What follows belongs to an exercise in optimizing a design on an open flow for small area, a short achievable clock period and few clock cycles per item; a production flow would make more cautious choices.
Only simulation tests tie the RTL to the original design; equivalence was not proved.
Power is estimated from default activity; no workload was simulated.

File: run.sh
#!/bin/bash
# synth_recipe.tcl (not shown) runs the flow's synth.tcl, then flattens the netlist and writes it again
# the make line also repeats each setting of config.mk as NAME=value (left out here)
make -C /OpenROAD-flow-scripts/flow DESIGN_CONFIG=/design/flow/config.mk WORK_HOME=/design/flow/orfs CLKGATE_MAP_FILE= SYNTH_SCRIPT=/design/flow/synth_recipe.tcl finish
File: config.mk
export PLATFORM = sky130hd
export DESIGN_NAME = geofence
export DESIGN_NICKNAME = geofence
export VERILOG_FILES = /design/flow/design.v
export SDC_FILE = /design/flow/constraint.sdc
export NUM_CORES = 4
export LEC_CHECK = 0
export ABC_AREA = 1
export CAP_MARGIN = 20
export CORE_MARGIN = 2
export CORE_UTILIZATION = 60
export PLACE_DENSITY = 0.75
export SETUP_SLACK_MARGIN = 4.0
export SLEW_MARGIN = 20
File: constraint.sdc
create_clock -name core_clock -period 8.0 [get_ports {clk}]
set_input_delay 1.6000 -clock core_clock [delete_from_list [all_inputs] [get_ports {clk}]]
set_output_delay 1.6000 -clock core_clock [all_outputs]
set_load 0.01 [all_outputs]
File: design.v
`timescale 1ns/10ps
module geofence (clk,reset,X,Y,valid,is_inside);
input           clk;
input           reset;
input   [9:0]   X;
input   [9:0]   Y;
output          valid;
output          is_inside;
reg  [4:0]  cnt;
reg         ph0, ph1, in_vtx, st8, chk, last;
reg  [5:0]  vm;                
reg  [9:0]  ox, oy;
reg  signed [10:0] rx [0:6];
reg  signed [10:0] ry [0:6];
reg         rg [0:6];
reg         rl [0:6];          
reg  [2:0]  rk [0:6];
reg         pl [0:6][0:5];     
reg         pe [0:6][0:5];     
reg         yl [0:5];          
reg         nyl, nyp, newl_r;  
reg  signed [10:0] sx, sy;
integer i, j, k;
function automatic [10:0] sub10(input [9:0] a, input [9:0] b);
    reg [9:0] g, p, nb;
    integer q, d;
    begin
        nb = ~b;
        g = a & nb;
        p = a | nb;
        for (d = 1; d < 10; d = d * 2)
            for (q = 9; q >= d; q = q - 1) begin
                g[q] = g[q] | (p[q] & g[q-d]);
                p[q] = p[q] & p[q-d];
            end
        sub10 = {~(g[9] | p[9]), (a ^ nb) ^ {g[8:0] | p[8:0], 1'b1}};
    end
endfunction
function automatic [1:0] cmp11(input [10:0] a, input [10:0] b);
    reg [10:0] ua, ub, g, p;
    integer q, d;
    begin
        ua = {~a[10], a[9:0]};
        ub = {~b[10], b[9:0]};
        g = ub & ~ua;
        p = ub | ~ua;
        for (d = 1; d < 11; d = d * 2)
            for (q = 10; q >= d; q = q - 1) begin
                g[q] = g[q] | (p[q] & g[q-d]);
                p[q] = p[q] & p[q-d];
            end
        cmp11 = {g[10], g[10] | p[10]};
    end
endfunction
wire signed [10:0] nx = sub10(X, ox);
wire signed [10:0] ny = sub10(Y, oy);
wire        nz = (X == 10'd0);
reg  [1:0] cx [0:5];
reg  [1:0] cy [0:5];
reg        cl;
always @(*) begin
    cl = 1'b0;
    for (k = 0; k < 6; k = k + 1) begin
        cx[k] = cmp11(nx, rx[k]);
        cy[k] = cmp11(ry[k], ny);
        if (k > 0) cl = cl | (rl[k] & !cy[k][0]);
    end
end
reg        newl, ng;
reg        gn [0:6];           
always @(*) begin
    newl = 1'b1;
    for (k = 0; k < 6; k = k + 1)
        newl = newl & (pl[0][k] | !vm[k]);
    ng = !newl && (newl_r ? nyp : nyl);
    gn[0] = ng;
    for (k = 1; k < 7; k = k + 1)
        gn[k] = newl ? yl[k-1] : rg[k];
end
always @(posedge clk) begin
    if (ph0) begin
        ox <= X;
        oy <= Y;
    end
    for (k = 0; k < 6; k = k + 1) begin
        pl[0][k] <= cx[k][1];
        pe[0][k] <= cx[k][0];
        yl[k] <= cy[k][1];
    end
    for (i = 1; i < 7; i = i + 1)
        for (k = 0; k < 6; k = k + 1) begin
            pl[i][k] <= pl[i-1][k];
            pe[i][k] <= pe[i-1][k];
        end
    nyl <= cl && !nz;
    nyp <= !cy[0][0] && !nz;
    newl_r <= newl;
    if (in_vtx) begin
        rx[0] <= nx;
        ry[0] <= ny;
        rg[0] <= 1'b0;
    end else begin
        rx[0] <= rx[6];
        ry[0] <= ry[6];
        rg[0] <= gn[6];
    end
    rl[0] <= 1'b0;
    rl[1] <= newl | rl[0];
    for (i = 1; i < 7; i = i + 1) begin
        rx[i] <= rx[i-1];
        ry[i] <= ry[i-1];
        rg[i] <= gn[i-1];
        if (i > 1) rl[i] <= rl[i-1] & !newl;
    end
end
reg        g [0:6];
reg        lt [0:6][0:6];    
reg  [2:0] rank [0:6];
reg        smax;
reg        sel0 [0:6];       
always @(*) begin
    for (i = 0; i < 7; i = i + 1)
        g[i] = gn[6-i];
    for (i = 0; i < 7; i = i + 1)
        for (j = 0; j < 7; j = j + 1) lt[i][j] = 1'b0;
    for (i = 0; i < 7; i = i + 1)
        for (j = i + 1; j < 7; j = j + 1) begin
            if (!g[i] && !g[j])     lt[i][j] = !pl[6-j][j-1-i];
            else if (g[i] && g[j])  lt[i][j] = pe[6-j][j-1-i];
            else                    lt[i][j] = g[i];
            lt[j][i] = !lt[i][j];
        end
    for (j = 0; j < 7; j = j + 1) begin
        rank[j] = 3'd0;
        for (i = 0; i < 7; i = i + 1)
            rank[j] = rank[j] + {2'b0, lt[i][j]};
    end
    smax = 1'b1;
    for (j = 1; j < 7; j = j + 1)
        smax = smax & !lt[0][j];
    sel0[0] = 1'b0;
    for (j = 1; j < 7; j = j + 1) begin
        sel0[j] = smax ? 1'b1 : lt[0][j];
        for (k = 0; k < 7; k = k + 1)
            if (k != j) begin
                if (smax) sel0[j] = sel0[j] & !lt[k][j];
                else if (k != 0) sel0[j] = sel0[j] & !(lt[0][k] & lt[k][j]);
            end
    end
end
always @(posedge clk) begin
    if (st8) begin
        rk[0] <= rank[0];
        for (i = 1; i < 7; i = i + 1)
            rk[7-i] <= rank[i];
    end else begin
        rk[0] <= rk[6];
        for (i = 1; i < 7; i = i + 1)
            rk[i] <= rk[i-1];
    end
end
reg [2:0] tgt;
reg       sel [0:6];
reg signed [10:0] nsx, nsy;
always @(*) begin
    tgt = (rk[6] == 3'd6) ? 3'd0 : rk[6] + 3'd1;
    for (i = 0; i < 7; i = i + 1)
        sel[i] = st8 ? sel0[6-i] : (rk[i] == tgt);
    nsx = 11'sd0;
    nsy = 11'sd0;
    for (i = 0; i < 7; i = i + 1)
        if (sel[i]) begin
            nsx = nsx | rx[i];
            nsy = nsy | ry[i];
        end
end
wire [10:0] a1 = sx, b1 = ry[0], a2 = sy, b2 = rx[0];
wire [21:0] ca, cb;
wire p1 = ~(a1[0] & b1[0]);
wire p2 = ~(a1[0] & b1[1]);
wire p3 = ~(a1[0] & b1[2]);
wire p4 = ~(a1[0] & b1[3]);
wire p5 = ~(a1[0] & b1[4]);
wire p6 = ~(a1[0] & b1[5]);
wire p7 = ~(a1[0] & b1[6]);
wire p8 = ~(a1[0] & b1[7]);
wire p9 = ~(a1[0] & b1[8]);
wire p10 = ~(a1[0] & b1[9]);
wire p11 = ~(a1[0] & b1[10]);
wire p12 = ~(a1[1] & b1[0]);
wire p13 = ~(a1[1] & b1[1]);
wire p14 = ~(a1[1] & b1[2]);
wire p15 = ~(a1[1] & b1[3]);
wire p16 = ~(a1[1] & b1[4]);
wire p17 = ~(a1[1] & b1[5]);
wire p18 = ~(a1[1] & b1[6]);
wire p19 = ~(a1[1] & b1[7]);
wire p20 = ~(a1[1] & b1[8]);
wire p21 = ~(a1[1] & b1[9]);
wire p22 = ~(a1[1] & b1[10]);
wire p23 = ~(a1[2] & b1[0]);
wire p24 = ~(a1[2] & b1[1]);
wire p25 = ~(a1[2] & b1[2]);
wire p26 = ~(a1[2] & b1[3]);
wire p27 = ~(a1[2] & b1[4]);
wire p28 = ~(a1[2] & b1[5]);
wire p29 = ~(a1[2] & b1[6]);
wire p30 = ~(a1[2] & b1[7]);
wire p31 = ~(a1[2] & b1[8]);
wire p32 = ~(a1[2] & b1[9]);
wire p33 = ~(a1[2] & b1[10]);
wire p34 = ~(a1[3] & b1[0]);
wire p35 = ~(a1[3] & b1[1]);
wire p36 = ~(a1[3] & b1[2]);
wire p37 = ~(a1[3] & b1[3]);
wire p38 = ~(a1[3] & b1[4]);
wire p39 = ~(a1[3] & b1[5]);
wire p40 = ~(a1[3] & b1[6]);
wire p41 = ~(a1[3] & b1[7]);
wire p42 = ~(a1[3] & b1[8]);
wire p43 = ~(a1[3] & b1[9]);
wire p44 = ~(a1[3] & b1[10]);
wire p45 = ~(a1[4] & b1[0]);
wire p46 = ~(a1[4] & b1[1]);
wire p47 = ~(a1[4] & b1[2]);
wire p48 = ~(a1[4] & b1[3]);
wire p49 = ~(a1[4] & b1[4]);
wire p50 = ~(a1[4] & b1[5]);
wire p51 = ~(a1[4] & b1[6]);
wire p52 = ~(a1[4] & b1[7]);
wire p53 = ~(a1[4] & b1[8]);
wire p54 = ~(a1[4] & b1[9]);
wire p55 = ~(a1[4] & b1[10]);
wire p56 = ~(a1[5] & b1[0]);
wire p57 = ~(a1[5] & b1[1]);
wire p58 = ~(a1[5] & b1[2]);
wire p59 = ~(a1[5] & b1[3]);
wire p60 = ~(a1[5] & b1[4]);
wire p61 = ~(a1[5] & b1[5]);
wire p62 = ~(a1[5] & b1[6]);
wire p63 = ~(a1[5] & b1[7]);
wire p64 = ~(a1[5] & b1[8]);
wire p65 = ~(a1[5] & b1[9]);
wire p66 = ~(a1[5] & b1[10]);
wire p67 = ~(a1[6] & b1[0]);
wire p68 = ~(a1[6] & b1[1]);
wire p69 = ~(a1[6] & b1[2]);
wire p70 = ~(a1[6] & b1[3]);
wire p71 = ~(a1[6] & b1[4]);
wire p72 = ~(a1[6] & b1[5]);
wire p73 = ~(a1[6] & b1[6]);
wire p74 = ~(a1[6] & b1[7]);
wire p75 = ~(a1[6] & b1[8]);
wire p76 = ~(a1[6] & b1[9]);
wire p77 = ~(a1[6] & b1[10]);
wire p78 = ~(a1[7] & b1[0]);
wire p79 = ~(a1[7] & b1[1]);
wire p80 = ~(a1[7] & b1[2]);
wire p81 = ~(a1[7] & b1[3]);
wire p82 = ~(a1[7] & b1[4]);
wire p83 = ~(a1[7] & b1[5]);
wire p84 = ~(a1[7] & b1[6]);
wire p85 = ~(a1[7] & b1[7]);
wire p86 = ~(a1[7] & b1[8]);
wire p87 = ~(a1[7] & b1[9]);
wire p88 = ~(a1[7] & b1[10]);
wire p89 = ~(a1[8] & b1[0]);
wire p90 = ~(a1[8] & b1[1]);
wire p91 = ~(a1[8] & b1[2]);
wire p92 = ~(a1[8] & b1[3]);
wire p93 = ~(a1[8] & b1[4]);
wire p94 = ~(a1[8] & b1[5]);
wire p95 = ~(a1[8] & b1[6]);
wire p96 = ~(a1[8] & b1[7]);
wire p97 = ~(a1[8] & b1[8]);
wire p98 = ~(a1[8] & b1[9]);
wire p99 = ~(a1[8] & b1[10]);
wire p100 = ~(a1[9] & b1[0]);
wire p101 = ~(a1[9] & b1[1]);
wire p102 = ~(a1[9] & b1[2]);
wire p103 = ~(a1[9] & b1[3]);
wire p104 = ~(a1[9] & b1[4]);
wire p105 = ~(a1[9] & b1[5]);
wire p106 = ~(a1[9] & b1[6]);
wire p107 = ~(a1[9] & b1[7]);
wire p108 = ~(a1[9] & b1[8]);
wire p109 = ~(a1[9] & b1[9]);
wire p110 = ~(a1[9] & b1[10]);
wire p111 = ~(a1[10] & b1[0]);
wire p112 = ~(a1[10] & b1[1]);
wire p113 = ~(a1[10] & b1[2]);
wire p114 = ~(a1[10] & b1[3]);
wire p115 = ~(a1[10] & b1[4]);
wire p116 = ~(a1[10] & b1[5]);
wire p117 = ~(a1[10] & b1[6]);
wire p118 = ~(a1[10] & b1[7]);
wire p119 = ~(a1[10] & b1[8]);
wire p120 = ~(a1[10] & b1[9]);
wire p121 = ~(a1[10] & b1[10]);
wire p122 = ~(a2[0] & b2[0]);
wire p123 = ~(a2[0] & b2[1]);
wire p124 = ~(a2[0] & b2[2]);
wire p125 = ~(a2[0] & b2[3]);
wire p126 = ~(a2[0] & b2[4]);
wire p127 = ~(a2[0] & b2[5]);
wire p128 = ~(a2[0] & b2[6]);
wire p129 = ~(a2[0] & b2[7]);
wire p130 = ~(a2[0] & b2[8]);
wire p131 = ~(a2[0] & b2[9]);
wire p132 = ~(a2[0] & b2[10]);
wire p133 = ~(a2[1] & b2[0]);
wire p134 = ~(a2[1] & b2[1]);
wire p135 = ~(a2[1] & b2[2]);
wire p136 = ~(a2[1] & b2[3]);
wire p137 = ~(a2[1] & b2[4]);
wire p138 = ~(a2[1] & b2[5]);
wire p139 = ~(a2[1] & b2[6]);
wire p140 = ~(a2[1] & b2[7]);
wire p141 = ~(a2[1] & b2[8]);
wire p142 = ~(a2[1] & b2[9]);
wire p143 = ~(a2[1] & b2[10]);
wire p144 = ~(a2[2] & b2[0]);
wire p145 = ~(a2[2] & b2[1]);
wire p146 = ~(a2[2] & b2[2]);
wire p147 = ~(a2[2] & b2[3]);
wire p148 = ~(a2[2] & b2[4]);
wire p149 = ~(a2[2] & b2[5]);
wire p150 = ~(a2[2] & b2[6]);
wire p151 = ~(a2[2] & b2[7]);
wire p152 = ~(a2[2] & b2[8]);
wire p153 = ~(a2[2] & b2[9]);
wire p154 = ~(a2[2] & b2[10]);
wire p155 = ~(a2[3] & b2[0]);
wire p156 = ~(a2[3] & b2[1]);
wire p157 = ~(a2[3] & b2[2]);
wire p158 = ~(a2[3] & b2[3]);
wire p159 = ~(a2[3] & b2[4]);
wire p160 = ~(a2[3] & b2[5]);
wire p161 = ~(a2[3] & b2[6]);
wire p162 = ~(a2[3] & b2[7]);
wire p163 = ~(a2[3] & b2[8]);
wire p164 = ~(a2[3] & b2[9]);
wire p165 = ~(a2[3] & b2[10]);
wire p166 = ~(a2[4] & b2[0]);
wire p167 = ~(a2[4] & b2[1]);
wire p168 = ~(a2[4] & b2[2]);
wire p169 = ~(a2[4] & b2[3]);
wire p170 = ~(a2[4] & b2[4]);
wire p171 = ~(a2[4] & b2[5]);
wire p172 = ~(a2[4] & b2[6]);
wire p173 = ~(a2[4] & b2[7]);
wire p174 = ~(a2[4] & b2[8]);
wire p175 = ~(a2[4] & b2[9]);
wire p176 = ~(a2[4] & b2[10]);
wire p177 = ~(a2[5] & b2[0]);
wire p178 = ~(a2[5] & b2[1]);
wire p179 = ~(a2[5] & b2[2]);
wire p180 = ~(a2[5] & b2[3]);
wire p181 = ~(a2[5] & b2[4]);
wire p182 = ~(a2[5] & b2[5]);
wire p183 = ~(a2[5] & b2[6]);
wire p184 = ~(a2[5] & b2[7]);
wire p185 = ~(a2[5] & b2[8]);
wire p186 = ~(a2[5] & b2[9]);
wire p187 = ~(a2[5] & b2[10]);
wire p188 = ~(a2[6] & b2[0]);
wire p189 = ~(a2[6] & b2[1]);
wire p190 = ~(a2[6] & b2[2]);
wire p191 = ~(a2[6] & b2[3]);
wire p192 = ~(a2[6] & b2[4]);
wire p193 = ~(a2[6] & b2[5]);
wire p194 = ~(a2[6] & b2[6]);
wire p195 = ~(a2[6] & b2[7]);
wire p196 = ~(a2[6] & b2[8]);
wire p197 = ~(a2[6] & b2[9]);
wire p198 = ~(a2[6] & b2[10]);
wire p199 = ~(a2[7] & b2[0]);
wire p200 = ~(a2[7] & b2[1]);
wire p201 = ~(a2[7] & b2[2]);
wire p202 = ~(a2[7] & b2[3]);
wire p203 = ~(a2[7] & b2[4]);
wire p204 = ~(a2[7] & b2[5]);
wire p205 = ~(a2[7] & b2[6]);
wire p206 = ~(a2[7] & b2[7]);
wire p207 = ~(a2[7] & b2[8]);
wire p208 = ~(a2[7] & b2[9]);
wire p209 = ~(a2[7] & b2[10]);
wire p210 = ~(a2[8] & b2[0]);
wire p211 = ~(a2[8] & b2[1]);
wire p212 = ~(a2[8] & b2[2]);
wire p213 = ~(a2[8] & b2[3]);
wire p214 = ~(a2[8] & b2[4]);
wire p215 = ~(a2[8] & b2[5]);
wire p216 = ~(a2[8] & b2[6]);
wire p217 = ~(a2[8] & b2[7]);
wire p218 = ~(a2[8] & b2[8]);
wire p219 = ~(a2[8] & b2[9]);
wire p220 = ~(a2[8] & b2[10]);
wire p221 = ~(a2[9] & b2[0]);
wire p222 = ~(a2[9] & b2[1]);
wire p223 = ~(a2[9] & b2[2]);
wire p224 = ~(a2[9] & b2[3]);
wire p225 = ~(a2[9] & b2[4]);
wire p226 = ~(a2[9] & b2[5]);
wire p227 = ~(a2[9] & b2[6]);
wire p228 = ~(a2[9] & b2[7]);
wire p229 = ~(a2[9] & b2[8]);
wire p230 = ~(a2[9] & b2[9]);
wire p231 = ~(a2[9] & b2[10]);
wire p232 = ~(a2[10] & b2[0]);
wire p233 = ~(a2[10] & b2[1]);
wire p234 = ~(a2[10] & b2[2]);
wire p235 = ~(a2[10] & b2[3]);
wire p236 = ~(a2[10] & b2[4]);
wire p237 = ~(a2[10] & b2[5]);
wire p238 = ~(a2[10] & b2[6]);
wire p239 = ~(a2[10] & b2[7]);
wire p240 = ~(a2[10] & b2[8]);
wire p241 = ~(a2[10] & b2[9]);
wire p242 = ~(a2[10] & b2[10]);
wire s243 = p131 ^ p141;
wire c244 = p131 | p141;
wire s245 = p11 ^ p111;
wire c246 = p11 | p111;
wire s247 = p21 ^ p31 ^ p41;
wire c248 = (p21 & p31) | (p41 & (p21 ^ p31));
wire s249 = p142 ^ p152;
wire c250 = p142 & p152;
wire s251 = p22 ^ p112;
wire c252 = p22 | p112;
wire s253 = p32 ^ p42 ^ p52;
wire c254 = (p32 & p42) | (p52 & (p32 ^ p42));
wire s255 = p153 ^ p163;
wire c256 = p153 & p163;
wire s257 = p43 ^ p53 ^ p63;
wire c258 = (p43 & p53) | (p63 & (p43 ^ p53));
wire s259 = p128 ^ p138;
wire c260 = p128 | p138;
wire s261 = p129 ^ p139;
wire c262 = p129 | p139;
wire s263 = p8 ^ p18 ^ p28;
wire c264 = (p8 & p18) | (p28 & (p8 ^ p18));
wire s265 = p149 ^ p159;
wire c266 = p149 & p159;
wire s267 = p130 ^ p140;
wire c268 = p130 | p140;
wire s269 = p9 ^ p19 ^ p29;
wire c270 = (p9 & p19) | (p29 & (p9 ^ p19));
wire s271 = p39 ^ p49 ^ p59;
wire c272 = (p39 & p49) | (p59 & (p39 ^ p49));
wire s273 = p69 ^ p79 ^ p89;
wire c274 = (p69 & p79) | (p89 & (p69 ^ p79));
wire s275 = p150 ^ p160;
wire c276 = p150 & p160;
wire s277 = p10 ^ p20 ^ p30;
wire c278 = (p10 & p20) | (p30 & (p10 ^ p20));
wire s279 = p40 ^ p50 ^ p60;
wire c280 = (p40 & p50) | (p60 & (p40 ^ p50));
wire s281 = p70 ^ p80 ^ p90;
wire c282 = (p70 & p80) | (p90 & (p70 ^ p80));
wire s283 = p151 ^ p161 ^ p171;
wire c284 = (p151 & p161) | (p171 & (p151 ^ p161));
wire s285 = p181 ^ p191 ^ p201;
wire c286 = (p181 & p191) | (p201 & (p181 ^ p191));
wire s287 = p211 ^ p221;
wire c288 = p211 & p221;
wire s289 = p51 ^ p61 ^ p71;
wire c290 = (p51 & p61) | (p71 & (p51 ^ p61));
wire s291 = p81 ^ p91 ^ p101;
wire c292 = (p81 & p91) | (p101 & (p81 ^ p91));
wire s293 = p132 ^ p232 ^ s245;
wire c294 = (p132 & p232) | (s245 & (p132 ^ p232));
wire s295 = p162 ^ p172 ^ p182;
wire c296 = (p162 & p172) | (p182 & (p162 ^ p172));
wire s297 = p192 ^ p202 ^ p212;
wire c298 = (p192 & p202) | (p212 & (p192 ^ p202));
wire s299 = p222 ^ c244 ^ s249;
wire c300 = (p222 & c244) | (s249 & (p222 ^ c244));
wire s301 = p62 ^ p72 ^ p82;
wire c302 = (p62 & p72) | (p82 & (p62 ^ p72));
wire s303 = p92 ^ p102 ^ p143;
wire c304 = (p92 & p102) | (p143 & (p92 ^ p102));
wire s305 = p233 ^ c248 ^ s251;
wire c306 = (p233 & c248) | (s251 & (p233 ^ c248));
wire s307 = p173 ^ p183 ^ p193;
wire c308 = (p173 & p183) | (p193 & (p173 ^ p183));
wire s309 = p203 ^ p213 ^ p223;
wire c310 = (p203 & p213) | (p223 & (p203 ^ p213));
wire s311 = c246 ^ c250 ^ s255;
wire c312 = (c246 & c250) | (s255 & (c246 ^ c250));
wire s313 = p73 ^ p83 ^ p93;
wire c314 = (p73 & p83) | (p93 & (p73 ^ p83));
wire s315 = p103 ^ p154 ^ p234;
wire c316 = (p103 & p154) | (p234 & (p103 ^ p154));
wire s317 = p33 ^ p113 ^ p164;
wire c318 = (p33 & p113) | (p164 & (p33 ^ p113));
wire s319 = p174 ^ p184 ^ p194;
wire c320 = (p174 & p184) | (p194 & (p174 ^ p184));
wire s321 = p204 ^ p214 ^ p224;
wire c322 = (p204 & p214) | (p224 & (p204 ^ p214));
wire i323 = ~c254;
wire s324 = c252 ^ c256 ^ i323;
wire c325 = (c252 & c256) | (i323 & (c252 ^ c256));
wire s326 = p54 ^ p64 ^ p74;
wire c327 = (p54 & p64) | (p74 & (p54 ^ p64));
wire s328 = p84 ^ p94 ^ p104;
wire c329 = (p84 & p94) | (p104 & (p84 ^ p94));
wire s330 = p165 ^ p235 ^ c258;
wire c331 = (p165 & p235) | (c258 & (p165 ^ p235));
wire s332 = p44 ^ p114 ^ p175;
wire c333 = (p44 & p114) | (p175 & (p44 ^ p114));
wire s334 = p185 ^ p195 ^ p205;
wire c335 = (p185 & p195) | (p205 & (p185 ^ p195));
wire s336 = p65 ^ p75 ^ p85;
wire c337 = (p65 & p75) | (p85 & (p65 ^ p75));
wire s338 = p95 ^ p105 ^ p176;
wire c339 = (p95 & p105) | (p176 & (p95 ^ p105));
wire s340 = p55 ^ p115 ^ p186;
wire c341 = (p55 & p115) | (p186 & (p55 ^ p115));
wire s342 = p76 ^ p86 ^ p96;
wire c343 = (p76 & p86) | (p96 & (p76 ^ p86));
wire s344 = p126 ^ p136;
wire c345 = p126 | p136;
wire s346 = p127 ^ p137;
wire c347 = p127 | p137;
wire s348 = p6 ^ p16 ^ p26;
wire c349 = (p6 & p16) | (p26 & (p6 ^ p16));
wire s350 = p147 ^ p157;
wire c351 = p147 & p157;
wire s352 = p7 ^ p17 ^ p27;
wire c353 = (p7 & p17) | (p27 & (p7 ^ p17));
wire s354 = p37 ^ p47 ^ p57;
wire c355 = (p37 & p47) | (p57 & (p37 ^ p47));
wire s356 = p148 ^ p158 ^ p168;
wire c357 = (p148 & p158) | (p168 & (p148 ^ p158));
wire s358 = p178 ^ p188;
wire c359 = p178 & p188;
wire s360 = p38 ^ p48 ^ p58;
wire c361 = (p38 & p48) | (p58 & (p38 ^ p48));
wire s362 = p68 ^ p78 ^ s261;
wire c363 = (p68 & p78) | (s261 & (p68 ^ p78));
wire s364 = p169 ^ p179 ^ p189;
wire c365 = (p169 & p179) | (p189 & (p169 ^ p179));
wire s366 = p199 ^ c260 ^ s265;
wire c367 = (p199 & c260) | (s265 & (p199 ^ c260));
wire s368 = c264 ^ s267 ^ s269;
wire c369 = (c264 & s267) | (s269 & (c264 ^ s267));
wire s370 = p170 ^ p180 ^ p190;
wire c371 = (p170 & p180) | (p190 & (p170 ^ p180));
wire s372 = p200 ^ p210 ^ c262;
wire c373 = (p200 & p210) | (c262 & (p200 ^ p210));
wire i374 = ~s271;
wire s375 = c266 ^ s275 ^ i374;
wire c376 = (c266 & s275) | (i374 & (c266 ^ s275));
wire s377 = p100 ^ s243 ^ c270;
wire c378 = (p100 & s243) | (c270 & (p100 ^ s243));
wire s379 = c272 ^ c274 ^ s277;
wire c380 = (c272 & c274) | (s277 & (c272 ^ c274));
wire s381 = c268 ^ c276 ^ s283;
wire c382 = (c268 & c276) | (s283 & (c268 ^ c276));
wire i383 = ~s279;
wire s384 = s285 ^ s287 ^ i383;
wire c385 = (s285 & s287) | (i383 & (s285 ^ s287));
wire s386 = s247 ^ c278 ^ c280;
wire c387 = (s247 & c278) | (c280 & (s247 ^ c278));
wire s388 = c282 ^ s289 ^ s291;
wire c389 = (c282 & s289) | (s291 & (c282 ^ s289));
wire s390 = c284 ^ c286 ^ c288;
wire c391 = (c284 & c286) | (c288 & (c284 ^ c286));
wire s392 = s295 ^ s297 ^ s299;
wire c393 = (s295 & s297) | (s299 & (s295 ^ s297));
wire s394 = s253 ^ c290 ^ c292;
wire c395 = (s253 & c290) | (c292 & (s253 ^ c290));
wire s396 = c294 ^ s301 ^ s303;
wire c397 = (c294 & s301) | (s303 & (c294 ^ s301));
wire s398 = c296 ^ c298 ^ c300;
wire c399 = (c296 & c298) | (c300 & (c296 ^ c298));
wire s400 = s307 ^ s309 ^ s311;
wire c401 = (s307 & s309) | (s311 & (s307 ^ s309));
wire s402 = s257 ^ c302 ^ c304;
wire c403 = (s257 & c302) | (c304 & (s257 ^ c302));
wire s404 = c306 ^ s313 ^ s315;
wire c405 = (c306 & s313) | (s315 & (c306 ^ s313));
wire s406 = c308 ^ c310 ^ c312;
wire c407 = (c308 & c310) | (c312 & (c308 ^ c310));
wire s408 = s317 ^ s319 ^ s321;
wire c409 = (s317 & s319) | (s321 & (s317 ^ s319));
wire s410 = c314 ^ c316 ^ s326;
wire c411 = (c314 & c316) | (s326 & (c314 ^ c316));
wire s412 = p215 ^ p225 ^ c318;
wire c413 = (p215 & p225) | (c318 & (p215 ^ p225));
wire s414 = c320 ^ c322 ^ c325;
wire c415 = (c320 & c322) | (c325 & (c320 ^ c322));
wire i416 = ~s328;
wire s417 = s332 ^ s334 ^ i416;
wire c418 = (s332 & s334) | (i416 & (s332 ^ s334));
wire s419 = p236 ^ c327 ^ c329;
wire c420 = (p236 & c327) | (c329 & (p236 ^ c327));
wire s421 = c331 ^ s336 ^ s338;
wire c422 = (c331 & s336) | (s338 & (c331 ^ s336));
wire s423 = p196 ^ p206 ^ p216;
wire c424 = (p196 & p206) | (p216 & (p196 ^ p206));
wire s425 = p226 ^ c333 ^ c335;
wire c426 = (p226 & c333) | (c335 & (p226 ^ c333));
wire s427 = p106 ^ p187 ^ p237;
wire c428 = (p106 & p187) | (p237 & (p106 ^ p187));
wire s429 = c337 ^ c339 ^ s342;
wire c430 = (c337 & c339) | (s342 & (c337 ^ c339));
wire s431 = p66 ^ p116 ^ p197;
wire c432 = (p66 & p116) | (p197 & (p66 ^ p116));
wire s433 = p207 ^ p217 ^ p227;
wire c434 = (p207 & p217) | (p227 & (p207 ^ p217));
wire s435 = p87 ^ p97 ^ p107;
wire c436 = (p87 & p97) | (p107 & (p87 ^ p97));
wire s437 = p198 ^ p238 ^ c343;
wire c438 = (p198 & p238) | (c343 & (p198 ^ p238));
wire s439 = p77 ^ p117 ^ p208;
wire c440 = (p77 & p117) | (p208 & (p77 ^ p117));
wire s441 = p98 ^ p108 ^ p209;
wire c442 = (p98 & p108) | (p209 & (p98 ^ p108));
wire s443 = p124 ^ p134;
wire c444 = p124 & p134;
wire s445 = p125 ^ p135;
wire c446 = p125 | p135;
wire s447 = p4 ^ p14 ^ p24;
wire c448 = (p4 & p14) | (p24 & (p4 ^ p14));
wire s449 = p5 ^ p15 ^ p25;
wire c450 = (p5 & p15) | (p25 & (p5 ^ p15));
wire s451 = p35 ^ p45 ^ s344;
wire c452 = (p35 & p45) | (s344 & (p35 ^ p45));
wire s453 = p146 ^ p156;
wire c454 = p146 & p156;
wire s455 = p36 ^ p46 ^ p56;
wire c456 = (p36 & p46) | (p56 & (p36 ^ p46));
wire s457 = p167 ^ p177 ^ c345;
wire c458 = (p167 & p177) | (c345 & (p167 ^ p177));
wire i459 = ~s350;
wire s460 = i459 ^ s346 ^ s348;
wire c461 = (i459 & s346) | (s348 & (i459 ^ s346));
wire s462 = p67 ^ s259 ^ c349;
wire c463 = (p67 & s259) | (c349 & (p67 ^ s259));
wire s464 = c347 ^ c351 ^ s356;
wire c465 = (c347 & c351) | (s356 & (c347 ^ c351));
wire i466 = ~s358;
wire s467 = i466 ^ s352 ^ s354;
wire c468 = (i466 & s352) | (s354 & (i466 ^ s352));
wire s469 = s263 ^ c353 ^ c355;
wire c470 = (s263 & c353) | (c355 & (s263 ^ c353));
wire s471 = c357 ^ c359 ^ s364;
wire c472 = (c357 & c359) | (s364 & (c357 ^ c359));
wire i473 = ~s366;
wire s474 = i473 ^ s360 ^ s362;
wire c475 = (i473 & s360) | (s362 & (i473 ^ s360));
wire s476 = s273 ^ c361 ^ c363;
wire c477 = (s273 & c361) | (c363 & (s273 ^ c361));
wire s478 = c365 ^ c367 ^ s370;
wire c479 = (c365 & c367) | (s370 & (c365 ^ c367));
wire i480 = ~s368;
wire s481 = s372 ^ s375 ^ i480;
wire c482 = (s372 & s375) | (i480 & (s372 ^ s375));
wire s483 = s281 ^ c369 ^ s377;
wire c484 = (s281 & c369) | (s377 & (s281 ^ c369));
wire s485 = c371 ^ c373 ^ c376;
wire c486 = (c371 & c373) | (c376 & (c371 ^ c373));
wire i487 = ~s379;
wire s488 = s381 ^ s384 ^ i487;
wire c489 = (s381 & s384) | (i487 & (s381 ^ s384));
wire s490 = s293 ^ c378 ^ c380;
wire c491 = (s293 & c378) | (c380 & (s293 ^ c378));
wire s492 = c382 ^ c385 ^ s390;
wire c493 = (c382 & c385) | (s390 & (c382 ^ c385));
wire i494 = ~s392;
wire s495 = i494 ^ s386 ^ s388;
wire c496 = (i494 & s386) | (s388 & (i494 ^ s386));
wire s497 = s305 ^ c387 ^ c389;
wire c498 = (s305 & c387) | (c389 & (s305 ^ c387));
wire s499 = c391 ^ c393 ^ s398;
wire c500 = (c391 & c393) | (s398 & (c391 ^ c393));
wire i501 = ~s400;
wire s502 = i501 ^ s394 ^ s396;
wire c503 = (i501 & s394) | (s396 & (i501 ^ s394));
wire s504 = c395 ^ c397 ^ s402;
wire c505 = (c395 & c397) | (s402 & (c395 ^ c397));
wire s506 = s324 ^ c399 ^ c401;
wire c507 = (s324 & c399) | (c401 & (s324 ^ c399));
wire i508 = ~s404;
wire s509 = s406 ^ s408 ^ i508;
wire c510 = (s406 & s408) | (i508 & (s406 ^ s408));
wire s511 = s330 ^ c403 ^ c405;
wire c512 = (s330 & c403) | (c405 & (s330 ^ c403));
wire s513 = c407 ^ c409 ^ s412;
wire c514 = (c407 & c409) | (s412 & (c407 ^ c409));
wire i515 = ~s410;
wire s516 = s414 ^ s417 ^ i515;
wire c517 = (s414 & s417) | (i515 & (s414 ^ s417));
wire s518 = c411 ^ s419 ^ s421;
wire c519 = (c411 & s419) | (s421 & (c411 ^ s419));
wire s520 = s340 ^ c413 ^ c415;
wire c521 = (s340 & c413) | (c415 & (s340 ^ c413));
wire s522 = c418 ^ s423 ^ s425;
wire c523 = (c418 & s423) | (s425 & (c418 ^ s423));
wire s524 = c420 ^ c422 ^ s427;
wire c525 = (c420 & c422) | (s427 & (c420 ^ c422));
wire s526 = c341 ^ c424 ^ c426;
wire c527 = (c341 & c424) | (c426 & (c341 ^ c424));
wire i528 = ~s429;
wire s529 = s431 ^ s433 ^ i528;
wire c530 = (s431 & s433) | (i528 & (s431 ^ s433));
wire s531 = c428 ^ c430 ^ s435;
wire c532 = (c428 & c430) | (s435 & (c428 ^ c430));
wire s533 = p218 ^ p228 ^ c432;
wire c534 = (p218 & p228) | (c432 & (p218 ^ p228));
wire i535 = ~s437;
wire s536 = c434 ^ s439 ^ i535;
wire c537 = (c434 & s439) | (i535 & (c434 ^ s439));
wire s538 = p239 ^ c436 ^ c438;
wire c539 = (p239 & c436) | (c438 & (p239 ^ c436));
wire s540 = p88 ^ p118 ^ p219;
wire c541 = (p88 & p118) | (p219 & (p88 ^ p118));
wire i542 = ~s441;
wire s543 = p229 ^ c440 ^ i542;
wire c544 = (p229 & c440) | (i542 & (p229 ^ c440));
wire s545 = p109 ^ p220 ^ p240;
wire c546 = (p109 & p220) | (p240 & (p109 ^ p220));
wire s547 = p99 ^ p119 ^ p230;
wire c548 = (p99 & p119) | (p230 & (p99 ^ p119));
wire s549 = p123 ^ p133;
wire c550 = p123 & p133;
wire s551 = p144 ^ s443;
wire c552 = p144 | s443;
wire s553 = p3 ^ p13;
wire c554 = ~p3 & ~p13;
wire s555 = p34 ^ s445 ^ s447;
wire c556 = (p34 & s445) | (s447 & (p34 ^ s445));
wire s557 = p145 ^ p155 ^ c444;
wire c558 = (p145 & p155) | (c444 & (p145 ^ p155));
wire s559 = c448 ^ s449 ^ s451;
wire c560 = (c448 & s449) | (s451 & (c448 ^ s449));
wire s561 = p166 ^ c446 ^ s453;
wire c562 = (p166 & c446) | (s453 & (p166 ^ c446));
wire s563 = c450 ^ c452 ^ s455;
wire c564 = (c450 & c452) | (s455 & (c450 ^ c452));
wire i565 = ~s460;
wire s566 = c454 ^ s457 ^ i565;
wire c567 = (c454 & s457) | (i565 & (c454 ^ s457));
wire s568 = c456 ^ c461 ^ s462;
wire c569 = (c456 & c461) | (s462 & (c456 ^ c461));
wire i570 = ~s467;
wire s571 = c458 ^ s464 ^ i570;
wire c572 = (c458 & s464) | (i570 & (c458 ^ s464));
wire s573 = c463 ^ c468 ^ s469;
wire c574 = (c463 & c468) | (s469 & (c463 ^ c468));
wire i575 = ~s474;
wire s576 = c465 ^ s471 ^ i575;
wire c577 = (c465 & s471) | (i575 & (c465 ^ s471));
wire s578 = c470 ^ c475 ^ s476;
wire c579 = (c470 & c475) | (s476 & (c470 ^ c475));
wire s580 = c472 ^ s478 ^ s481;
wire c581 = (c472 & s478) | (s481 & (c472 ^ s478));
wire s582 = c479 ^ c482 ^ s485;
wire c583 = (c479 & c482) | (s485 & (c479 ^ c482));
wire i584 = ~s488;
wire s585 = i584 ^ c477 ^ s483;
wire c586 = (i584 & c477) | (s483 & (i584 ^ c477));
wire s587 = c484 ^ s490 ^ s495;
wire c588 = (c484 & s490) | (s495 & (c484 ^ s490));
wire s589 = c486 ^ c489 ^ s492;
wire c590 = (c486 & c489) | (s492 & (c486 ^ c489));
wire s591 = c491 ^ c496 ^ s497;
wire c592 = (c491 & c496) | (s497 & (c491 ^ c496));
wire i593 = ~s502;
wire s594 = c493 ^ s499 ^ i593;
wire c595 = (c493 & s499) | (i593 & (c493 ^ s499));
wire s596 = c498 ^ c503 ^ s504;
wire c597 = (c498 & c503) | (s504 & (c498 ^ c503));
wire s598 = c500 ^ s506 ^ s509;
wire c599 = (c500 & s506) | (s509 & (c500 ^ s506));
wire s600 = c507 ^ c510 ^ s513;
wire c601 = (c507 & c510) | (s513 & (c507 ^ c510));
wire i602 = ~s516;
wire s603 = i602 ^ c505 ^ s511;
wire c604 = (i602 & c505) | (s511 & (i602 ^ c505));
wire s605 = c514 ^ c517 ^ s520;
wire c606 = (c514 & c517) | (s520 & (c514 ^ c517));
wire i607 = ~s522;
wire s608 = i607 ^ c512 ^ s518;
wire c609 = (i607 & c512) | (s518 & (i607 ^ c512));
wire s610 = c521 ^ c523 ^ s526;
wire c611 = (c521 & c523) | (s526 & (c521 ^ c523));
wire i612 = ~s529;
wire s613 = i612 ^ c519 ^ s524;
wire c614 = (i612 & c519) | (s524 & (i612 ^ c519));
wire s615 = c527 ^ c530 ^ s533;
wire c616 = (c527 & c530) | (s533 & (c527 ^ c530));
wire i617 = ~s536;
wire s618 = i617 ^ c525 ^ s531;
wire c619 = (i617 & c525) | (s531 & (i617 ^ c525));
wire s620 = c534 ^ c537 ^ s540;
wire c621 = (c534 & c537) | (s540 & (c534 ^ c537));
wire i622 = ~s543;
wire s623 = i622 ^ c532 ^ s538;
wire c624 = (i622 & c532) | (s538 & (i622 ^ c532));
wire s625 = c442 ^ c539 ^ s545;
wire c626 = (c442 & c539) | (s545 & (c442 ^ c539));
wire s627 = c541 ^ c544 ^ s547;
wire c628 = (c541 & c544) | (s547 & (c541 ^ c544));
wire s629 = p231 ^ p241 ^ c546;
wire c630 = (p231 & p241) | (c546 & (p231 ^ p241));
wire s631 = p110 ^ p120 ^ c548;
wire c632 = (p110 & p120) | (c548 & (p110 ^ p120));
wire s633 = s549 ^ p2;
wire c634 = s549 & ~p2;
wire i635 = ~p23;
wire s636 = c550 ^ s553 ^ i635;
wire c637 = (c550 & s553) | (i635 & (c550 ^ s553));
wire s638 = c552 ^ c554 ^ s557;
wire c639 = (c552 & c554) | (s557 & (c552 ^ c554));
wire i640 = ~c556;
wire s641 = c558 ^ s561 ^ i640;
wire c642 = (c558 & s561) | (i640 & (c558 ^ s561));
wire i643 = ~c560;
wire s644 = c562 ^ s566 ^ i643;
wire c645 = (c562 & s566) | (i643 & (c562 ^ s566));
wire i646 = ~c564;
wire s647 = c567 ^ s571 ^ i646;
wire c648 = (c567 & s571) | (i646 & (c567 ^ s571));
wire i649 = ~c569;
wire s650 = c572 ^ s576 ^ i649;
wire c651 = (c572 & s576) | (i649 & (c572 ^ s576));
wire i652 = ~c574;
wire s653 = c577 ^ s580 ^ i652;
wire c654 = (c577 & s580) | (i652 & (c577 ^ s580));
wire i655 = ~c579;
wire s656 = c581 ^ s582 ^ i655;
wire c657 = (c581 & s582) | (i655 & (c581 ^ s582));
wire i658 = ~c586;
wire s659 = c583 ^ s589 ^ i658;
wire c660 = (c583 & s589) | (i658 & (c583 ^ s589));
wire i661 = ~c588;
wire s662 = c590 ^ s594 ^ i661;
wire c663 = (c590 & s594) | (i661 & (c590 ^ s594));
wire i664 = ~c592;
wire s665 = c595 ^ s598 ^ i664;
wire c666 = (c595 & s598) | (i664 & (c595 ^ s598));
wire i667 = ~c597;
wire s668 = c599 ^ s600 ^ i667;
wire c669 = (c599 & s600) | (i667 & (c599 ^ s600));
wire i670 = ~c604;
wire s671 = c601 ^ s605 ^ i670;
wire c672 = (c601 & s605) | (i670 & (c601 ^ s605));
wire i673 = ~c609;
wire s674 = c606 ^ s610 ^ i673;
wire c675 = (c606 & s610) | (i673 & (c606 ^ s610));
wire i676 = ~c614;
wire s677 = c611 ^ s615 ^ i676;
wire c678 = (c611 & s615) | (i676 & (c611 ^ s615));
wire i679 = ~c619;
wire s680 = c616 ^ s620 ^ i679;
wire c681 = (c616 & s620) | (i679 & (c616 ^ s620));
wire i682 = ~c624;
wire s683 = c621 ^ s627 ^ i682;
wire c684 = (c621 & s627) | (i682 & (c621 ^ s627));
wire i685 = ~c626;
wire s686 = c628 ^ s631 ^ i685;
wire c687 = (c628 & s631) | (i685 & (c628 ^ s631));
wire i688 = ~p121;
wire s689 = p242 ^ c632 ^ i688;
wire c690 = (p242 & c632) | (i688 & (p242 ^ c632));
wire s691 = p12 ^ s633;
wire c692 = ~p12 & ~s633;
wire i693 = ~s551;
wire s694 = c634 ^ s636 ^ i693;
wire c695 = (c634 & s636) | (i693 & (c634 ^ s636));
wire i696 = ~s555;
wire s697 = c637 ^ s638 ^ i696;
wire c698 = (c637 & s638) | (i696 & (c637 ^ s638));
wire i699 = ~s559;
wire s700 = c639 ^ s641 ^ i699;
wire c701 = (c639 & s641) | (i699 & (c639 ^ s641));
wire i702 = ~s563;
wire s703 = c642 ^ s644 ^ i702;
wire c704 = (c642 & s644) | (i702 & (c642 ^ s644));
wire i705 = ~s568;
wire s706 = c645 ^ s647 ^ i705;
wire c707 = (c645 & s647) | (i705 & (c645 ^ s647));
wire i708 = ~s573;
wire s709 = c648 ^ s650 ^ i708;
wire c710 = (c648 & s650) | (i708 & (c648 ^ s650));
wire i711 = ~s578;
wire s712 = c651 ^ s653 ^ i711;
wire c713 = (c651 & s653) | (i711 & (c651 ^ s653));
wire i714 = ~s585;
wire s715 = c654 ^ s656 ^ i714;
wire c716 = (c654 & s656) | (i714 & (c654 ^ s656));
wire i717 = ~s587;
wire s718 = c657 ^ s659 ^ i717;
wire c719 = (c657 & s659) | (i717 & (c657 ^ s659));
wire i720 = ~s591;
wire s721 = c660 ^ s662 ^ i720;
wire c722 = (c660 & s662) | (i720 & (c660 ^ s662));
wire i723 = ~s596;
wire s724 = c663 ^ s665 ^ i723;
wire c725 = (c663 & s665) | (i723 & (c663 ^ s665));
wire i726 = ~s603;
wire s727 = c666 ^ s668 ^ i726;
wire c728 = (c666 & s668) | (i726 & (c666 ^ s668));
wire i729 = ~s608;
wire s730 = c669 ^ s671 ^ i729;
wire c731 = (c669 & s671) | (i729 & (c669 ^ s671));
wire i732 = ~s613;
wire s733 = c672 ^ s674 ^ i732;
wire c734 = (c672 & s674) | (i732 & (c672 ^ s674));
wire i735 = ~s618;
wire s736 = c675 ^ s677 ^ i735;
wire c737 = (c675 & s677) | (i735 & (c675 ^ s677));
wire i738 = ~s623;
wire s739 = c678 ^ s680 ^ i738;
wire c740 = (c678 & s680) | (i738 & (c678 ^ s680));
wire i741 = ~s625;
wire s742 = c681 ^ s683 ^ i741;
wire c743 = (c681 & s683) | (i741 & (c681 ^ s683));
wire i744 = ~s629;
wire s745 = c684 ^ s686 ^ i744;
wire c746 = (c684 & s686) | (i744 & (c684 ^ s686));
wire i747 = ~c630;
wire s748 = c687 ^ s689 ^ i747;
wire c749 = (c687 & s689) | (i747 & (c687 ^ s689));
assign ca = {c690, c746, c743, c740, c737, c734, c731, c728, c725, c722, c719, c716, c713, c710, c707, c704, c701, c698, c695, c692, s691, p122};
assign cb = {c749, s748, s745, s742, s739, s736, s733, s730, s727, s724, s721, s718, s715, s712, s709, s706, s703, s700, s697, s694, 1'b1, ~p1};
reg  [21:0] csa, csb;
always @(posedge clk) begin
    sx <= nsx;
    sy <= nsy;
    csa <= ca;
    csb <= cb;
end
wire [21:0] dm1 = csa + csb;
wire pass = !dm1[21];
wire done = chk && (!pass || last);
wire [4:0] cnt_n = done ? 5'd0 : cnt + 5'd1;
always @(posedge clk) begin
    if (reset) begin
        cnt <= 5'd0;
        ph0 <= 1'b1;
        ph1 <= 1'b0;
        in_vtx <= 1'b0;
        st8 <= 1'b0;
        chk <= 1'b0;
        last <= 1'b0;
    end else begin
        cnt <= cnt_n;
        ph0 <= cnt_n == 5'd0;
        ph1 <= cnt_n == 5'd1;
        in_vtx <= cnt_n >= 5'd1 && cnt_n <= 5'd7;
        st8 <= cnt_n == 5'd8;
        chk <= cnt_n >= 5'd10 && cnt_n <= 5'd16;
        last <= cnt_n == 5'd16;
    end
    vm <= (ph0 || ph1) ? 6'd0 : {vm[4:0], 1'b1};
end
assign valid = done;
assign is_inside = pass;
endmodule
==> run notes <==
cells by family (layout without fill, tap and decap cells):
logic type      Yosys count  after routing  synth area share [%]
compound gates          280            280                  6.82
flops                   338            338                  31.4
fa+ha+maj               317            317                  25.3
buf+inv                 785            858                  13.6
simple gates           1208           1209                  22.3
xor+xnor                 16             16                 0.631
state kept, by name, summed over array words and instances (netlist names), 21 cells and up:
signal  cells
rk         21
ry         77
rx         77
pe         21
pl         21
csb        21
csa        22
metal layers:
metal	part of all wire [%]	vias up	routed length [um]	track usage [%]
met5	0	-	0	0
met4	4.5	0	2690	14.3
met3	6.9	166	4140	4.88
met2	47	682	27800	52.8
met1	42	8784	25000	42.2
li1	-	8815	-	-
repair_timing:
action,CTS,global route
hold buffers,0,0
buffers inserted,23,34
cloned,0,1
endpoints found under the setup margin,23,56
pin swaps,8,30
gates resized for setup,89,109
cell usage in the layout (no fill, tap or decap), drive strengths merged, types with 20 or more instances in the layout:
| cell | instances |
|---|---|
| nand3 | 133 |
| nor2 | 193 |
| a21oi | 79 |
| edfxtp | 20 |
| or2 | 20 |
| inv | 699 |
| buf | 70 |
| o21ai | 159 |
| dfxtp | 318 |
| fa | 220 |
| clkbuf | 50 |
| ha | 97 |
| nand2 | 828 |
where the power goes:
group | switching [W] | internal, W | total (W) | leakage (nW)
registers | 0.000481 | 0.00232 | 0.00280 | 2.89
clock network | 0.000745 | 0.00114 | 0.00189 | 0.665
logic | 0.00316 | 0.00196 | 0.00512 | 10.6
total | 0.00438 | 0.00542 | 0.00981 | 14.1
area by class of cell:
class / count / share of cell area [%]
clock buffers: 49 / 4.24
repair buffers: 92 / 3.24
flip-flops and latches: 338 / 28.3
multi-input cells: 1822 / 50.2
inverters: 697 / 10.5
well taps: 468 / 2.34
clock inverters: 20 / 1.16
stage by stage:
step | util [%] | hold WS (ns) | total power, W | area, um2 | std cells
after floorplan | - | 0.324 | 0.00613 | 22200 | 2944
after global placement | 62.2 | 0.331 | 0.00730 | 22700 | 3359
after detailed placement | 62.2 | 0.331 | 0.00753 | 22700 | 3359
after CTS | 66.9 | 0.343 | 0.00963 | 24400 | 3451
after global routing | 68.6 | 0.351 | 0.0108 | 25100 | 3486
final | 68.6 | 0.342 | 0.00981 | 25100 | 3486
how the worst max path moves through the flow:
stage | startpoint | to | slack [ns] | cells past startpoint
after floorplan | ry[0][10] | csb[11] | 4.01 | 13
after global placement | X[0] | pe[2] | 3.49 | 17
after detailed placement | Y[6] | nyl | 3.38 | 21
after CTS | csb[11] | valid | 3.83 | 12
after global routing | csa[2] | valid | 3.80 | 11
final | csb[11] | valid | 3.88 | 12
==> run_results.csv <==
group,metric,value,unit
synth,synth_area_leaders,"dfxtp_1 29%, fa_1 20%, nand2_1 14%",
timing,fmax,0.243,GHz
critical_path,cp-end-kind,"output port",
clocking,cts.sinks,338,
placement,dp_hpwl,43600,um
clocking,clk_pin_slew,0.06,ns
synth,postSynth.asyncResetShare,0,%
critical_path,ff2ff_setup_slack,4.06,ns
synth,synth-seq-cells,338,
placement,post-place-ws,3.38,ns
critical_path,cp_common_cell,"buf_6",
finish,nFillCells,3033,
synth,yosysTopAreaCellShare,28.7,%
clocking,ctsHtreeMaxLevel,2,
synth,syn_inst,2944,
routing,wirelength,59600,um
routing,ant_nets,0,
finish,multi_input_area,12600,um2
timing,slew_headroom,30.9,%
routing,drt-wirelength-per-cell,17.1,um
outcome,status,"complete, no violations",
placement,gp_congestion,0.933,
clocking,cts_root_buffer,"clkbuf_16",
critical_path,critPathLaunchType,"flip-flop",
finish,insertedDiodeCount,0,
floorplanning,die_area,38600,um2
timing,finalCritPeriodShare,51.4,%
timing,tightest_slew,1.03,ns
global_route,grt_util_all_layers,32.0,%
floorplanning,start_util,60.8,%
worst_hold_path,hold_start,"pe[24]",
global_route,grt_overflow,0,
clocking,numCtsBuffers,38,
synth,syn-num-nets,3283,
synth,yosysSeqAreaShare,31.4,%
placement,port_buffers,23,
routing,vias,18400,
synth,ys.flop_type,"dfxtp_1",
finish,syn_to_final_growth,12.8,%
critical_path,crit_buf_inv,4,
power_and_ir_drop,ir_drop,297,uV
critical_path,path_max_fanout,4,
synth,yosysTopAreaCell,"dfxtp_1",
timing,rsz0062_at_grt,"true",
floorplanning,pin_count,24,
finish,seqCellArea,7100,um2
power_and_ir_drop,p_per_area,391,nW/um2
flow_run,cap_violations,0,
critical_path,timing.rr.end,"csb[12]",
critical_path,crit_slowest_cell,"dfxtp_1",
routing,detail_route.iter0.violations,1599,
critical_path,max_stage_delay,0.30,ns
timing,finalClockSkew,0.0214,ns
synth,synth_edf_count,20,
synth,synth_area,22200,um2
worst_hold_path,hp-class,"reg2reg",
routing,dr.pass1.iters,6,
timing,hold_violations,0,
clocking,cts_buffer_depth,3,
floorplanning,die_y,196,um
routing,drc,0,
critical_path,worstPathRequired,6.40,ns
floorplanning,rows,70,
global_route,grt_pass1_vias,18500,
timing,setup_violations,0,
clocking,cts_tree,"done",
synth,synth_most_common_cell,"nand2_1",
timing,setup_tns,0,ns
global_route,antenna_found_initial,0,
synth,yosysWarnings,17,
worst_hold_path,hold_depth,0,
critical_path,r2r_cells,13,
synth,ys_top_cells_by_count,"808 x nand2_1, 688 x inv_1, 318 x dfxtp_1",
timing,min_period,4.12,ns
worst_hold_path,worst_hold_path.endpoint,"pe[30]",
clocking,clock_latency,0.57,ns
floorplanning,die_w,196,um
timing,setup_ws,3.88,ns
floorplanning,core_area,36500,um2
global_route,grt_max_degree,40,
critical_path,cpLargestDelayFamily,"simple AND/OR/NAND/NOR gates",
critical_path,r2r_start,"ry[0][9]",
global_route,grt_pass1_wl,96100,um
critical_path,critical_path_class,"reg2out",
critical_path,crit_arrival,2.52,ns
routing,via_per_inst,5.29,
finish,layout-drive-gt1-share,10.4,%
synth,syn_area_per_cell,7.54,um2
synth,yosys.cell_types.count,47,
timing,drv_slew,0,
power_and_ir_drop,p_leak,14.1,nW
critical_path,crit_chain,"ha_1 -> nand4_1 -> buf_6 -> nor3_4 -> nand3_2 -> nand3_4 -> xor2_2 -> buf_6 -> nand2_4 -> nand2_4 -> inv_2 -> buf_6",
finish,nets,3328,
Testbench counts, summed over its fixed seeds: cycles 34,026, items 2,400.

==> afterwards: timing with drivers on the ports <==
No port has a modelled driver above. Below, the same layout with a new extraction and two added sets of constraints.
Step 1 (the two cells are an assumption about what drives the block):
set clk [get_ports {clk}]
set_driving_cell -lib_cell sky130_fd_sc_hd__clkbuf_16 $clk
set_driving_cell -lib_cell sky130_fd_sc_hd__buf_2 [delete_from_list [all_inputs] $clk]
Step 2, shift: input delay + t, output delay - t, t = (earliest + latest rising clock arrival at the registers) / 2. This alone moves slack from input paths to output paths.
a / b / c = ideal ports / drivers / drivers and shift; a / b = the first two.
t (ns): 0.610
slack for setup (ns): 3.885 / 3.830 / 3.619
latest minus earliest clock arrival (ns): 0.022 / 0.022
worst data-port slew with drivers (ns): 0.05
cell pins on the clock port's net: 1
After both steps this run still meets setup and hold. For this run, drivers alone change the setup slack by -0.055 ns; drivers and shift together by -0.266 ns.
